This design comes from an exercise in tuning for small area on the open sky130 flow, not from production work.
Where RTL was checked, it was by simulation tests only, not by an equivalence proof against the original.
Function not checked in run 1: the RTL went through the layout flow alone.
Power figures rest on the tool's default switching activity, not on a simulated workload.

==> flow/design.v (outline; a module is shown in full before it is edited, if it fits) <==
// module memory: 709 lines
// module rd_aoi222: 6 lines
// module rd_nand2: 6 lines
// module rd_nand3: 6 lines
// module rd_nand4: 6 lines
// module rd_nor2: 6 lines
// module rd_inv: 6 lines
// module rd_and3: 6 lines
// module fifo: 57 lines
module fifo #(
  parameter DWIDTH             = 4,
  parameter AWIDTH             = 8,
  parameter SHOWAHEAD          = 1,
  parameter ALMOST_FULL_VALUE  = 6,
  parameter ALMOST_EMPTY_VALUE = 2,
  parameter REGISTER_OUTPUT    = 0
)(
  input                     clk_i,
  input                     srst_i,
  input [DWIDTH-1:0]        data_i,
  input                     wrreq_i,
  input                     rdreq_i,
  output logic [DWIDTH-1:0] q_o,
  output logic              empty_o,
  output logic              full_o,
  output logic [AWIDTH:0]   usedw_o,
  output logic              almost_full_o,
  output logic              almost_empty_o
);
  // ...
==> flow/run.sh <==
#!/bin/bash
# synth_recipe.tcl (not shown) runs the flow's synth.tcl, then flattens the netlist and writes it again
# the make line also repeats each setting of config.mk as NAME=value (left out here)
make -C /OpenROAD-flow-scripts/flow DESIGN_CONFIG=/design/flow/config.mk WORK_HOME=/design/flow/orfs CLKGATE_MAP_FILE= SYNTH_SCRIPT=/design/flow/synth_recipe.tcl finish
==> flow/config.mk <==
export PLATFORM = sky130hd
export DESIGN_NAME = fifo
export DESIGN_NICKNAME = fifo
export VERILOG_FILES = /design/flow/design.v
export SDC_FILE = /design/flow/constraint.sdc
export NUM_CORES = 4
export LEC_CHECK = 0
export CAP_MARGIN = 20
export CORE_MARGIN = 2
export CORE_UTILIZATION = 70
export CTS_BUF_LIST = sky130_fd_sc_hd__clkbuf_4 sky130_fd_sc_hd__clkbuf_8
export SLEW_MARGIN = 20
export SYNTH_HIERARCHICAL = 1
export SYNTH_MINIMUM_KEEP_SIZE = 0
==> flow/constraint.sdc <==
create_clock -name core_clock -period 5.0 [get_ports {clk_i}]
set_input_delay 1.0000 -clock core_clock [delete_from_list [all_inputs] [get_ports {clk_i}]]
set_output_delay 1.0000 -clock core_clock [all_outputs]
set_load 0.01 [all_outputs]
==> qor.csv, run 1 <==
metric,value,unit
TritonCTS clock tree,built,
CP top delay family,simple AND/OR/NAND/NOR gates,
Max-Cap Viols,0,
FF-to-FF End,size[8]$_SDFFE_PP0P_,
min setup slack post-route,0.0509,ns
Yosys Warn Count,10,
minimum clock period,4.95,ns
distinct cell type count after synthesis,34,
Syn Nets,1744,
Setup TNS,0,ns
leading area contributor after synthesis,edfxtp_1,
Core ar.,0.0512,mm²
CTS buffer count,157,
status,timing/DRC/antenna clean,
register area,0.0310,mm²
switching pwr,4.26,mW
Stages on worst setup path,12,
Simple-Gate Fraction of Synth Area,3.99,%
Pwr per Cell Area,445,mW/mm²
Logic pwr share,6.5,%
Synth Area in Adders,0.242,%
Final Cycle Share,99.0,%
"Power, Total",18.3,mW
Seq/total area,75.2,%
port bufs,24,
worst min-delay path class,register to register,
Die Height,231,µm
Largest regs,"memory_block.data: 1024 flops, size: 9 flops",
XOR/XNOR Fraction of Synth Area,0.0967,%
crit path DAT,3.95,ns
post-synthesis sequential area ratio,85.5,%
Worst slew margin,22.7,%
Final Setup Violations,0,
"commonest non-fill, non-tap cell in the layout",edfxtp_1,
clock tree cell share of total cell area,7.32,%
most used routing layer,met1,
most frequent cells in the layout,"1,024 x edfxtp_1, 340 x a222oi_1, 168 x clkbuf_8",
Row Count,83,
crit start category,register,
initial antenna violation count,2,
==> module fifo, before the edit <==
module fifo #(
  parameter DWIDTH             = 4,
  parameter AWIDTH             = 8,
  parameter SHOWAHEAD          = 1,
  parameter ALMOST_FULL_VALUE  = 6,
  parameter ALMOST_EMPTY_VALUE = 2,
  parameter REGISTER_OUTPUT    = 0
)(
  input                     clk_i,
  input                     srst_i,
  input [DWIDTH-1:0]        data_i,
  input                     wrreq_i,
  input                     rdreq_i,
  output logic [DWIDTH-1:0] q_o,
  output logic              empty_o,
  output logic              full_o,
  output logic [AWIDTH:0]   usedw_o,
  output logic              almost_full_o,
  output logic              almost_empty_o
);
  logic [AWIDTH:0]   size;
  logic [DWIDTH-1:0] rd_word;
  memory #(
    .DWIDTH ( DWIDTH ),
    .AWIDTH ( AWIDTH )
  ) memory_block (
    .clk_i   (clk_i),
    .data_i  (data_i),
    .wrreq_i (wrreq_i),
    .rd_ind_i(size[AWIDTH-1:0]),
    .rd_en_i (!empty_o),
    .q_o     (rd_word)
  );
  assign usedw_o        = size;
  assign almost_full_o  = (size >= ALMOST_FULL_VALUE);
  assign almost_empty_o = (size < ALMOST_EMPTY_VALUE);
  assign q_o            = rd_word;
  always_ff @(posedge clk_i)
    if (srst_i)
      size <= '0;
    else if (wrreq_i && !rdreq_i)
      size <= size + 1'b1;
    else if (rdreq_i && !wrreq_i)
      size <= size - 1'b1;
  always_ff @(posedge clk_i)
    if (srst_i)
      full_o <= 1'b0;
    else if (size == (1 << AWIDTH) - 1 && wrreq_i && !rdreq_i)
      full_o <= 1'b1;
    else if (rdreq_i)
      full_o <= 1'b0;
  always_ff @(posedge clk_i)
    if (srst_i)
      empty_o <= 1'b1;
    else
      empty_o <= (size == 0) || (size == 1 && rdreq_i);
endmodule
==> inputs of run 2 (changes only) <==
--- a/flow/design.v
+++ b/flow/design.v
@@ -1,25 +1,26 @@
 module memory #(
   parameter DWIDTH = 4,
   parameter AWIDTH = 8
 )(
   input                     clk_i,
   input [DWIDTH-1:0]        data_i,
   input                     wrreq_i,
   input [AWIDTH-1:0]        rd_ind_i,
-  input                     rd_en_i,
   output logic [DWIDTH-1:0] q_o
 );
   localparam DEPTH = 1 << AWIDTH;
   logic [DWIDTH-1:0] data [DEPTH-1:0];
   always_ff @(posedge clk_i)
-    if (wrreq_i)
-      for (int i = 0; i < DEPTH; i++)
-        data[(i + 1) % DEPTH] <= (i == 0) ? data_i : data[i];
+    if (wrreq_i) begin
+      data[2] <= data_i;
+      for (int i = 2; i < DEPTH; i++)
+        data[(i + 1) % DEPTH] <= data[i];
+    end
   logic [63:0] row;
   logic [3:0] col;
   wire n1, n2, n3, n4, n5, n6, n7, n8, n9, n10, n11, n12, n13, n14, n15, n16, n17, n18, n19, n20, n21, n22, n23, n24, n25, n26, n27, n28, n29, n30, n31, n32, n33, n34, n35, n36, n37, n38, n39, n40, n41, n42, n43, n44, n45, n46, n47, n48, n49, n50, n51, n52, n53, n54, n55, n56, n57, n58, n59, n60, n61, n62, n63, n64, n65, n66, n67, n68, n69, n70, n71, n72, n73, n74, n75, n76, n77, n78, n79, n80, n81, n82, n83, n84, n85, n86, n87, n88, n89, n90, n91, n92, n93, n94, n95, n96, n97, n98, n99, n100, n101, n102, n103, n104, n105, n106, n107, n108, n109, n110, n111, n112, n113, n114, n115, n116, n117, n118, n119, n120, n121, n122, n123, n124, n125, n126, n127, n128, n129, n130, n131, n132, n133, n134, n135, n136, n137, n138, n139, n140, n141, n142, n143, n144, n145, n146, n147, n148, n149, n150, n151, n152, n153, n154, n155, n156, n157, n158, n159, n160, n161, n162, n163, n164, n165, n166, n167, n168, n169, n170, n171, n172, n173, n174, n175, n176, n177, n178, n179, n180, n181, n182, n183, n184, n185, n186, n187, n188, n189, n190, n191, n192, n193, n194, n195, n196, n197, n198, n199, n200, n201, n202, n203, n204, n205, n206, n207, n208, n209, n210, n211, n212, n213, n214, n215, n216, n217, n218, n219, n220, n221, n222, n223, n224, n225, n226, n227, n228, n229, n230, n231, n232, n233, n234, n235, n236, n237, n238, n239, n240, n241, n242, n243, n244, n245, n246, n247, n248, n249, n250, n251, n252, n253, n254, n255, n256, n257, n258, n259, n260, n261, n262, n263, n264, n265, n266, n267, n268, n269, n270, n271, n272, n273, n274, n275, n276, n277, n278, n279, n280, n281, n282, n283, n284, n285, n286, n287, n288, n289, n290, n291, n292, n293, n294, n295, n296, n297, n298, n299, n300, n301, n302, n303, n304, n305, n306, n307, n308, n309, n310, n311, n312, n313, n314, n315, n316, n317, n318, n319, n320, n321, n322, n323, n324, n325, n326, n327, n328, n329, n330, n331, n332, n333, n334, n335, n336, n337, n338, n339, n340, n341, n342, n343, n344, n345, n346, n347, n348, n349, n350, n351, n352, n353, n354, n355, n356, n357, n358, n359, n360, n361, n362, n363, n364, n365, n366, n367, n368, n369, n370, n371, n372, n373, n374, n375, n376, n377, n378, n379, n380, n381, n382, n383, n384, n385, n386, n387, n388, n389, n390, n391, n392, n393, n394, n395, n396, n397, n398, n399, n400, n401, n402, n403, n404, n405, n406, n407, n408, n409, n410, n411, n412, n413, n414, n415, n416, n417, n418, n419, n420, n421, n422, n423, n424, n425, n426, n427, n428, n429, n430, n431, n432, n433, n434, n435, n436, n437, n438, n439, n440, n441, n442, n443, n444, n445, n446, n447, n448, n449, n450, n451, n452, n453, n454, n455, n456, n457, n458, n459, n460, n461, n462, n463, n464, n465, n466, n467, n468, n469, n470, n471, n472, n473, n474, n475, n476, n477, n478, n479, n480, n481, n482, n483, n484, n485, n486, n487, n488, n489, n490, n491, n492, n493, n494, n495, n496, n497, n498, n499, n500, n501, n502, n503, n504, n505, n506, n507, n508, n509, n510, n511, n512, n513, n514, n515, n516, n517, n518, n519, n520, n521, n522, n523, n524, n525, n526, n527, n528, n529, n530, n531, n532, n533, n534, n535, n536, n537, n538, n539, n540, n541, n542, n543, n544, n545, n546, n547, n548, n549, n550, n551, n552, n553, n554, n555, n556, n557, n558, n559, n560, n561, n562, n563, n564, n565, n566, n567, n568, n569, n570, n571, n572, n573, n574, n575, n576, n577, n578, n579, n580, n581, n582, n583, n584, n585, n586, n587, n588, n589, n590, n591, n592, n593, n594, n595, n596, n597, n598, n599, n600, n601, n602, n603, n604, n605, n606, n607, n608, n609, n610, n611, n612, n613, n614, n615, n616;
   rd_inv u1 (rd_ind_i[0], n1);
   rd_inv u2 (rd_ind_i[1], n2);
   rd_inv u3 (rd_ind_i[2], n3);
   rd_inv u4 (rd_ind_i[3], n4);
   rd_inv u5 (rd_ind_i[4], n5);
@@ -165,23 +166,23 @@
   rd_nor2 u85 (n24, n13, n85);
   assign row[60] = n85;
   rd_nor2 u86 (n24, n14, n86);
   assign row[61] = n86;
   rd_nor2 u87 (n24, n15, n87);
   assign row[62] = n87;
   rd_nor2 u88 (n24, n16, n88);
   assign row[63] = n88;
-  rd_and3 u89 (rd_en_i, n1, n2, n89);
+  rd_and2 u89 (n1, n2, n89);
   assign col[0] = n89;
-  rd_and3 u90 (rd_en_i, rd_ind_i[0], n2, n90);
+  rd_and2 u90 (rd_ind_i[0], n2, n90);
   assign col[1] = n90;
-  rd_and3 u91 (rd_en_i, n1, rd_ind_i[1], n91);
+  rd_and2 u91 (n1, rd_ind_i[1], n91);
   assign col[2] = n91;
-  rd_and3 u92 (rd_en_i, rd_ind_i[0], rd_ind_i[1], n92);
+  rd_and2 u92 (rd_ind_i[0], rd_ind_i[1], n92);
   assign col[3] = n92;
   rd_aoi222 u93 (data[0][0], row[0], data[4][0], row[1], data[8][0], row[2], n93);
   rd_aoi222 u94 (data[12][0], row[3], data[16][0], row[4], data[20][0], row[5], n94);
   rd_aoi222 u95 (data[24][0], row[6], data[28][0], row[7], data[32][0], row[8], n95);
   rd_aoi222 u96 (data[36][0], row[9], data[40][0], row[10], data[44][0], row[11], n96);
   rd_aoi222 u97 (data[48][0], row[12], data[52][0], row[13], data[56][0], row[14], n97);
   rd_aoi222 u98 (data[60][0], row[15], data[64][0], row[16], data[68][0], row[17], n98);
   rd_aoi222 u99 (data[72][0], row[18], data[76][0], row[19], data[80][0], row[20], n99);
@@ -205,17 +206,17 @@
   rd_nand4 u117 (n101, n102, n103, n104, n117);
   rd_nand4 u118 (n105, n106, n107, n108, n118);
   rd_nand4 u119 (n109, n110, n111, n112, n119);
   rd_nand2 u120 (n113, n114, n120);
   rd_nor2 u121 (n115, n116, n121);
   rd_nor2 u122 (n117, n118, n122);
   rd_nor2 u123 (n119, n120, n123);
   rd_nand3 u124 (n121, n122, n123, n124);
-  rd_aoi222 u125 (data[1][0], row[0], data[5][0], row[1], data[9][0], row[2], n125);
+  rd_aoi222 u125 (data[2][0], row[0], data[5][0], row[1], data[9][0], row[2], n125);
   rd_aoi222 u126 (data[13][0], row[3], data[17][0], row[4], data[21][0], row[5], n126);
   rd_aoi222 u127 (data[25][0], row[6], data[29][0], row[7], data[33][0], row[8], n127);
   rd_aoi222 u128 (data[37][0], row[9], data[41][0], row[10], data[45][0], row[11], n128);
   rd_aoi222 u129 (data[49][0], row[12], data[53][0], row[13], data[57][0], row[14], n129);
   rd_aoi222 u130 (data[61][0], row[15], data[65][0], row[16], data[69][0], row[17], n130);
   rd_aoi222 u131 (data[73][0], row[18], data[77][0], row[19], data[81][0], row[20], n131);
   rd_aoi222 u132 (data[85][0], row[21], data[89][0], row[22], data[93][0], row[23], n132);
   rd_aoi222 u133 (data[97][0], row[24], data[101][0], row[25], data[105][0], row[26], n133);
@@ -337,17 +338,17 @@
   rd_nand4 u248 (n232, n233, n234, n235, n248);
   rd_nand4 u249 (n236, n237, n238, n239, n249);
   rd_nand4 u250 (n240, n241, n242, n243, n250);
   rd_nand2 u251 (n244, n245, n251);
   rd_nor2 u252 (n246, n247, n252);
   rd_nor2 u253 (n248, n249, n253);
   rd_nor2 u254 (n250, n251, n254);
   rd_nand3 u255 (n252, n253, n254, n255);
-  rd_aoi222 u256 (data[1][1], row[0], data[5][1], row[1], data[9][1], row[2], n256);
+  rd_aoi222 u256 (data[2][1], row[0], data[5][1], row[1], data[9][1], row[2], n256);
   rd_aoi222 u257 (data[13][1], row[3], data[17][1], row[4], data[21][1], row[5], n257);
   rd_aoi222 u258 (data[25][1], row[6], data[29][1], row[7], data[33][1], row[8], n258);
   rd_aoi222 u259 (data[37][1], row[9], data[41][1], row[10], data[45][1], row[11], n259);
   rd_aoi222 u260 (data[49][1], row[12], data[53][1], row[13], data[57][1], row[14], n260);
   rd_aoi222 u261 (data[61][1], row[15], data[65][1], row[16], data[69][1], row[17], n261);
   rd_aoi222 u262 (data[73][1], row[18], data[77][1], row[19], data[81][1], row[20], n262);
   rd_aoi222 u263 (data[85][1], row[21], data[89][1], row[22], data[93][1], row[23], n263);
   rd_aoi222 u264 (data[97][1], row[24], data[101][1], row[25], data[105][1], row[26], n264);
@@ -469,17 +470,17 @@
   rd_nand4 u379 (n363, n364, n365, n366, n379);
   rd_nand4 u380 (n367, n368, n369, n370, n380);
   rd_nand4 u381 (n371, n372, n373, n374, n381);
   rd_nand2 u382 (n375, n376, n382);
   rd_nor2 u383 (n377, n378, n383);
   rd_nor2 u384 (n379, n380, n384);
   rd_nor2 u385 (n381, n382, n385);
   rd_nand3 u386 (n383, n384, n385, n386);
-  rd_aoi222 u387 (data[1][2], row[0], data[5][2], row[1], data[9][2], row[2], n387);
+  rd_aoi222 u387 (data[2][2], row[0], data[5][2], row[1], data[9][2], row[2], n387);
   rd_aoi222 u388 (data[13][2], row[3], data[17][2], row[4], data[21][2], row[5], n388);
   rd_aoi222 u389 (data[25][2], row[6], data[29][2], row[7], data[33][2], row[8], n389);
   rd_aoi222 u390 (data[37][2], row[9], data[41][2], row[10], data[45][2], row[11], n390);
   rd_aoi222 u391 (data[49][2], row[12], data[53][2], row[13], data[57][2], row[14], n391);
   rd_aoi222 u392 (data[61][2], row[15], data[65][2], row[16], data[69][2], row[17], n392);
   rd_aoi222 u393 (data[73][2], row[18], data[77][2], row[19], data[81][2], row[20], n393);
   rd_aoi222 u394 (data[85][2], row[21], data[89][2], row[22], data[93][2], row[23], n394);
   rd_aoi222 u395 (data[97][2], row[24], data[101][2], row[25], data[105][2], row[26], n395);
@@ -601,17 +602,17 @@
   rd_nand4 u510 (n494, n495, n496, n497, n510);
   rd_nand4 u511 (n498, n499, n500, n501, n511);
   rd_nand4 u512 (n502, n503, n504, n505, n512);
   rd_nand2 u513 (n506, n507, n513);
   rd_nor2 u514 (n508, n509, n514);
   rd_nor2 u515 (n510, n511, n515);
   rd_nor2 u516 (n512, n513, n516);
   rd_nand3 u517 (n514, n515, n516, n517);
-  rd_aoi222 u518 (data[1][3], row[0], data[5][3], row[1], data[9][3], row[2], n518);
+  rd_aoi222 u518 (data[2][3], row[0], data[5][3], row[1], data[9][3], row[2], n518);
   rd_aoi222 u519 (data[13][3], row[3], data[17][3], row[4], data[21][3], row[5], n519);
   rd_aoi222 u520 (data[25][3], row[6], data[29][3], row[7], data[33][3], row[8], n520);
   rd_aoi222 u521 (data[37][3], row[9], data[41][3], row[10], data[45][3], row[11], n521);
   rd_aoi222 u522 (data[49][3], row[12], data[53][3], row[13], data[57][3], row[14], n522);
   rd_aoi222 u523 (data[61][3], row[15], data[65][3], row[16], data[69][3], row[17], n523);
   rd_aoi222 u524 (data[73][3], row[18], data[77][3], row[19], data[81][3], row[20], n524);
   rd_aoi222 u525 (data[85][3], row[21], data[89][3], row[22], data[93][3], row[23], n525);
   rd_aoi222 u526 (data[97][3], row[24], data[101][3], row[25], data[105][3], row[26], n526);
@@ -738,21 +739,21 @@
   assign y = ~(a | b);
 endmodule
 module rd_inv (
   input  a,
   output y
 );
   assign y = ~a;
 endmodule
-module rd_and3 (
-  input  a, b, c,
+module rd_and2 (
+  input  a, b,
   output y
 );
-  assign y = a & b & c;
+  assign y = a & b;
 endmodule
 module fifo #(
   parameter DWIDTH             = 4,
   parameter AWIDTH             = 8,
   parameter SHOWAHEAD          = 1,
   parameter ALMOST_FULL_VALUE  = 6,
   parameter ALMOST_EMPTY_VALUE = 2,
   parameter REGISTER_OUTPUT    = 0
@@ -765,44 +766,110 @@
   output logic [DWIDTH-1:0] q_o,
   output logic              empty_o,
   output logic              full_o,
   output logic [AWIDTH:0]   usedw_o,
   output logic              almost_full_o,
   output logic              almost_empty_o
 );
   logic [AWIDTH:0]   size;
-  logic [DWIDTH-1:0] rd_word;
+  logic [AWIDTH:0]   size_next;
+  logic              full_next;
+  logic              empty_next;
+  logic              head_en;
+  logic [DWIDTH-1:0] head;
+  logic [DWIDTH-1:0] head_next;
+  logic [DWIDTH-1:0] next_word;
   memory #(
     .DWIDTH ( DWIDTH ),
     .AWIDTH ( AWIDTH )
   ) memory_block (
     .clk_i   (clk_i),
     .data_i  (data_i),
     .wrreq_i (wrreq_i),
     .rd_ind_i(size[AWIDTH-1:0]),
-    .rd_en_i (!empty_o),
-    .q_o     (rd_word)
+    .q_o     (next_word)
   );
-  assign usedw_o        = size;
-  assign almost_full_o  = (size >= ALMOST_FULL_VALUE);
-  assign almost_empty_o = (size < ALMOST_EMPTY_VALUE);
-  assign q_o            = rd_word;
-  always_ff @(posedge clk_i)
-    if (srst_i)
-      size <= '0;
-    else if (wrreq_i && !rdreq_i)
-      size <= size + 1'b1;
-    else if (rdreq_i && !wrreq_i)
-      size <= size - 1'b1;
+  control #(
+    .DWIDTH            ( DWIDTH ),
+    .AWIDTH            ( AWIDTH ),
+    .ALMOST_FULL_VALUE ( ALMOST_FULL_VALUE ),
+    .ALMOST_EMPTY_VALUE( ALMOST_EMPTY_VALUE )
+  ) control_block (
+    .srst_i          (srst_i),
+    .wrreq_i         (wrreq_i),
+    .rdreq_i         (rdreq_i),
+    .size_i          (size),
+    .full_i          (full_o),
+    .empty_i         (empty_o),
+    .head_i          (head),
+    .next_word_i     (next_word),
+    .size_next_o     (size_next),
+    .full_next_o     (full_next),
+    .empty_next_o    (empty_next),
+    .head_en_o       (head_en),
+    .head_next_o     (head_next),
+    .q_o             (q_o),
+    .almost_full_o   (almost_full_o),
+    .almost_empty_o  (almost_empty_o)
+  );
+  assign usedw_o = size;
   always_ff @(posedge clk_i)
+    if (head_en)
+      head <= head_next;
+  always_ff @(posedge clk_i) begin
+    size    <= size_next;
+    full_o  <= full_next;
+    empty_o <= empty_next;
+  end
+endmodule
+module control #(
+  parameter DWIDTH             = 4,
+  parameter AWIDTH             = 8,
+  parameter ALMOST_FULL_VALUE  = 6,
+  parameter ALMOST_EMPTY_VALUE = 2
+)(
+  input                     srst_i,
+  input                     wrreq_i,
+  input                     rdreq_i,
+  input [AWIDTH:0]          size_i,
+  input                     full_i,
+  input                     empty_i,
+  input [DWIDTH-1:0]        head_i,
+  input [DWIDTH-1:0]        next_word_i,
+  output logic [AWIDTH:0]   size_next_o,
+  output logic              full_next_o,
+  output logic              empty_next_o,
+  output logic              head_en_o,
+  output logic [DWIDTH-1:0] head_next_o,
+  output logic [DWIDTH-1:0] q_o,
+  output logic              almost_full_o,
+  output logic              almost_empty_o
+);
+  assign almost_full_o  = (size_i >= ALMOST_FULL_VALUE);
+  assign almost_empty_o = (size_i < ALMOST_EMPTY_VALUE);
+  assign q_o            = empty_i ? '0 : head_i;
+  assign head_en_o   = rdreq_i || empty_i;
+  assign head_next_o = next_word_i;
+  logic             dn;
+  logic [AWIDTH+1:0] carry;
+  assign dn       = rdreq_i && !wrreq_i;
+  assign carry[0] = rdreq_i ^ wrreq_i;
+  always_comb
+    for (int j = 0; j <= AWIDTH; j++) begin
+      carry[j+1]     = carry[j] && (size_i[j] ^ dn);
+      size_next_o[j] = !srst_i && (size_i[j] ^ carry[j]);
+    end
+  always_comb
     if (srst_i)
-      full_o <= 1'b0;
-    else if (size == (1 << AWIDTH) - 1 && wrreq_i && !rdreq_i)
-      full_o <= 1'b1;
+      full_next_o = 1'b0;
+    else if (size_i == (1 << AWIDTH) - 1 && wrreq_i && !rdreq_i)
+      full_next_o = 1'b1;
     else if (rdreq_i)
-      full_o <= 1'b0;
-  always_ff @(posedge clk_i)
+      full_next_o = 1'b0;
+    else
+      full_next_o = full_i;
+  always_comb
     if (srst_i)
-      empty_o <= 1'b1;
+      empty_next_o = 1'b1;
     else
-      empty_o <= (size == 0) || (size == 1 && rdreq_i);
+      empty_next_o = (size_i == 0) || (size_i == 1 && rdreq_i);
 endmodule
==> flow/flow/run.sh (new file) <==
#!/bin/bash
# Own flow: the standard layout (standard.sh) with two changes to how
# the layout is made:
#  - clock tree synthesis with small leaf buffers (clkbuf_4 driving clusters
#    of at most 10 flip-flops) and no dummy loads,
#  - port buffers of the smallest buffer cell (repair_design still sizes them).
# Each tool's full output stays in orfs/logs; make's output goes to standard.log.
set -o pipefail
bash standard.sh \
  "CTS_ARGS=-sink_clustering_enable -repair_clock_nets -dont_use_dummy_load -sink_clustering_size 10 -sink_clustering_max_diameter 30 -buf_list sky130_fd_sc_hd__clkbuf_4 -root_buf sky130_fd_sc_hd__clkbuf_16" \
  "BUFFER_PORTS_ARGS=-buffer_cell sky130_fd_sc_hd__buf_1" \
  finish > standard.log 2>&1
==> flow/standard.sh (new file) <==
#!/bin/bash
# synth_recipe.tcl (not shown) runs the flow's synth.tcl, then flattens the netlist and writes it again
# the make line also repeats each setting of config.mk as NAME=value (left out here)
make -C /OpenROAD-flow-scripts/flow DESIGN_CONFIG=/design/flow/config.mk WORK_HOME=/design/flow/orfs CLKGATE_MAP_FILE= SYNTH_SCRIPT=/design/flow/synth_recipe.tcl "${@:-finish}"
==> flow/config.mk (replaced) <==
export PLATFORM = sky130hd
export DESIGN_NAME = fifo
export DESIGN_NICKNAME = fifo
export VERILOG_FILES = /design/flow/design.v
export SDC_FILE = /design/flow/constraint.sdc
export NUM_CORES = 4
export LEC_CHECK = 0
export CAP_MARGIN = 10
export CORE_MARGIN = 2
export CORE_UTILIZATION = 70
export CTS_BUF_LIST = sky130_fd_sc_hd__clkbuf_16
export CTS_CLUSTER_DIAMETER = 60
export CTS_CLUSTER_SIZE = 30
export SLEW_MARGIN = 10
export SYNTH_HIERARCHICAL = 1
export SYNTH_MINIMUM_KEEP_SIZE = 0
removed: flow/run.sh
==> qor.csv, run 2 <==
metric,value,unit,change
distinct cell type count after synthesis,35,,+2.9%
Crit Reg-Reg Startpoint,size[2]$_DFF_P_,,
P&R area growth vs syn,7.10,%,
crit path DAT,4.16,ns,+0.21 ns
Core ar.,0.0512,mm²,unchanged
worst min-delay path class,register to register,,
Max clock buf depth,3,,
Worst-Skew Late Latency,0.72,ns,
post-DP HPWL,52.0,mm,
status,timing/DRC/antenna clean,,
leak pwr,12.6,nW,
fin util,75.7,%,
XOR/XNOR Fraction of Synth Area,0.194,%,+0.097 points
Layout Skew,0.0800,ns,
Routability Congestion,0.898,,
"Slew Viols, Final",0,,
Setup crit end kind,register,,
share of Yosys cell area claimed by the top area cell type,85.0,%,
Yosys reg bits,1035,,
Final Cycle Share,74.5,%,-24 points
min setup slack post-route,1.27,ns,+1.22 ns
most frequent cells after synthesis,"1,024 x edfxtp_1, 340 x a222oi_1, 124 x nor2_1",,
Simple-Gate Fraction of Synth Area,4.11,%,+0.12 points
TritonCTS Sinks,1035,,
hold_ws,0.404,ns,
post-synthesis sequential area ratio,85.6,%,+0.12 points
VDD IR-drop max,0.000281,V,
Die ar.,0.0535,mm²,
crit start category,register,,
Synth Area in Adders,0.0346,%,-0.21 points
Initial Utilization,70.6,%,
clk slew on worst S/H paths,0.09,ns,
Vias,19876,,
CTS buffer count,160,,+1.9%
Achievable Freq,268,MHz,
cts repair resizes,0,,
"EDFF count, synth",1024,,
Synth async-reset ratio,0,%,
FILL cells,2890,,
Max-Cap Viols,0,,unchanged
Detail Route Antenna Nets,0,,
Pwr per Cell Area,387,mW/mm²,-13%
max reg flops,1020,,
minimum clock period,3.73,ns,-1.22 ns
# nets final,1961,,
drt via density,7.55,,
"Top FF cell, synth",edfxtp_1,,
crit path max fanout,16,,
Row Count,83,,unchanged
Largest Register,memory_block.data,,
routed len/inst,30.8,µm,
Fin. Hold Viols,0,,
synth top area cells,"edfxtp_1 85%, a222oi_1 9.4%, nand4_1 1.4%",,
global-route wire length before repair,118,mm,
TritonCTS clock tree,built,,
Hold Buf Count CTS,0,,
leading area contributor after synthesis,edfxtp_1,,
HP Start,memory_block.data[149][0]$_DFFE_PP_,,
Worst slew margin,9.65,%,-13 points
pin count of the biggest net entering global routing,210,,
Die Height,231,µm,about the same
pre-CTS setup slack,1.48,ns,
DR iter-0 viols,4612,,
vias in the first global route,18561,,
compound-gate portion of the synthesized area,9.63,%,
Final Setup Violations,0,,unchanged
mux share of post-synthesis cell area,0.104,%,
DRC Markers,0,,
postcts setup bufs,0,,
combinational family with the most area after synthesis,compound AO/OA/AOI/OAI gates,,
first drt pass iteration count,16,,
RSZ-0062 raised after global routing,false,,
clk root buf,clkbuf_16,,
Setup TNS,0,ns,unchanged
Congestion Overflow GR,0,,
H-tree levels,4,,
Die X,231,µm,
layout cell share with drive strength beyond 1,11.9,%,
cell count after synthesis,1725,,
most frequent cells in the layout,"1,024 x edfxtp_1, 340 x a222oi_1, 160 x clkbuf_4",,
top-count cell post-synth,edfxtp_1,,
Largest regs,"memory_block.data: 1020 flops, size: 9 flops, head: 4 flops",,
WS Path Type,register to register,,
Syn Nets,1734,,-0.57%
final WL,81.0,mm,
# IOs,25,,
Syn Area/Cell,21.0,µm²,
CP required,5.43,ns,
gr usage total,30.7,%,
initial antenna violation count,2,,unchanged
"commonest non-fill, non-tap cell in the layout",edfxtp_1,,
Mapped Area,0.0362,mm²,
slew of the pin with the lowest slew margin,1.35,ns,
critical path startpoint,size[2]$_DFF_P_,,
port bufs,24,,unchanged
Yosys Warn Count,11,,+1
run 2: cell types whose count changed after synthesis, moves of 4 or more:
cell and change:
o21ai_0 -4, nor2_1 +4, buf_4 +4, inv_1 -5, nor2b_1 +6, ha_1 -6
and3_1 -4
run 2: worst paths after layout:
check | slack (ns) | cells after the start | to
hold / removal | 0.40 | 0 | memory_block.data[150][0]$_DFFE_PP_
setup / recovery | 1.27 | 9 | head[3]$_DFFE_PP_
hold reg to reg | 0.40 | 0 | memory_block.data[150][0]$_DFFE_PP_
setup reg to reg | 1.27 | 9 | head[3]$_DFFE_PP_
run 2: cells by family (layout without fill, tap and decap cells):
family                     count (synthesis)  after routing
AOI/OAI and AO/OA                        351            351
adders and majority gates                  1              1
and+or+nand+nor                          307            307
other                                      0              2
buffers and inverters                     20            245
muxes                                      3              3
xor gates and xnor gates                   8              8
DFF                                     1035           1035
run 2: cell type report:
class                      instances  area, µm²  share of cell area, %
inverter                           9       33.8                 0.0872
tap                              680        851                   2.20
multi-input combinational        670       5110                   13.2
clock buffer                     160       1220                   3.15
antenna                            2       5.00                 0.0129
timing repair buffer              76        551                   1.42
sequential                      1035      31000                   80.0
run 2: metal layers:
metal  share of wire (%)  GRT usage, %  wire (µm)  vias to the layer above
li1                    -             -          -                     8308
met4                 3.0          12.2       2440                        2
met2                  44          42.2      35400                     1628
met3                  15          8.94      12100                      142
met1                  38          47.3      31100                     9796
met5               0.015             0         12                        -
run 2: worst max-delay path, cell delays in order, from the launching register on:
cell	delay (ns)
dfxtp_1	0.58
inv_1	0.16
nand3_1	0.44
nor2_1	0.41
a222oi_1	0.58
nand4_1	0.25
nor2_1	0.48
nand3_1	0.14
a222oi_1	0.34
nand2_1	0.12
run 2: power breakdown:
group | switching [mW] | total (mW) | internal, mW
clock network | 2.57 | 4.06 | 1.50
logic | 0.396 | 0.504 | 0.108
registers | 0.311 | 10.4 | 10.1
run 2: per-module statistics from Yosys (local to each module, per instance), excerpt:
module	cells inside	flops+latches
fifo	15	15
rd_aoi222	1	0
rd_and2	1	0
rd_nand4	1	0
rd_nand3	1	0
rd_inv	1	0
rd_nand2	1	0
rd_nor2	1	0
run 2: stage by stage:
stage / std cells / power (mW) / cell area [µm²]
after global routing: 2631 / 15.5 / 38700
after detailed placement: 2468 / 11.1 / 37500
after global placement: 2468 / 11.1 / 37500
after CTS: 2628 / 15.1 / 38700
after floorplan: 1725 / 10.6 / 36200
final: 2632 / 15.0 / 38700

## separate check: timing with driven ports
The flow's constraints put no driver on any port. The routed layouts listed below were extracted and timed again, unchanged, in two steps.
Step 1: set_driving_cell puts a clkbuf_16 on clk_i and a buf_2 on each other input, an assumption about the parent block.
Step 2 moves the port delays by t, midway between the first and last clock arrival at a register: inputs arrive t later, outputs are due t later. That takes back most of the time a late clock gives input paths.
Three values: ideal ports, drivers, drivers and shift; two values: the first two.
run | shift t [ns] | setup slack, ns | worst setup path at the end
run 1 | 0.852 | 0.051 / -0.011 / 0.841 | register to output
run 2 | 0.736 | 1.274 / 1.274 / 1.274 | register to register
After both steps every run listed still meets setup and hold.
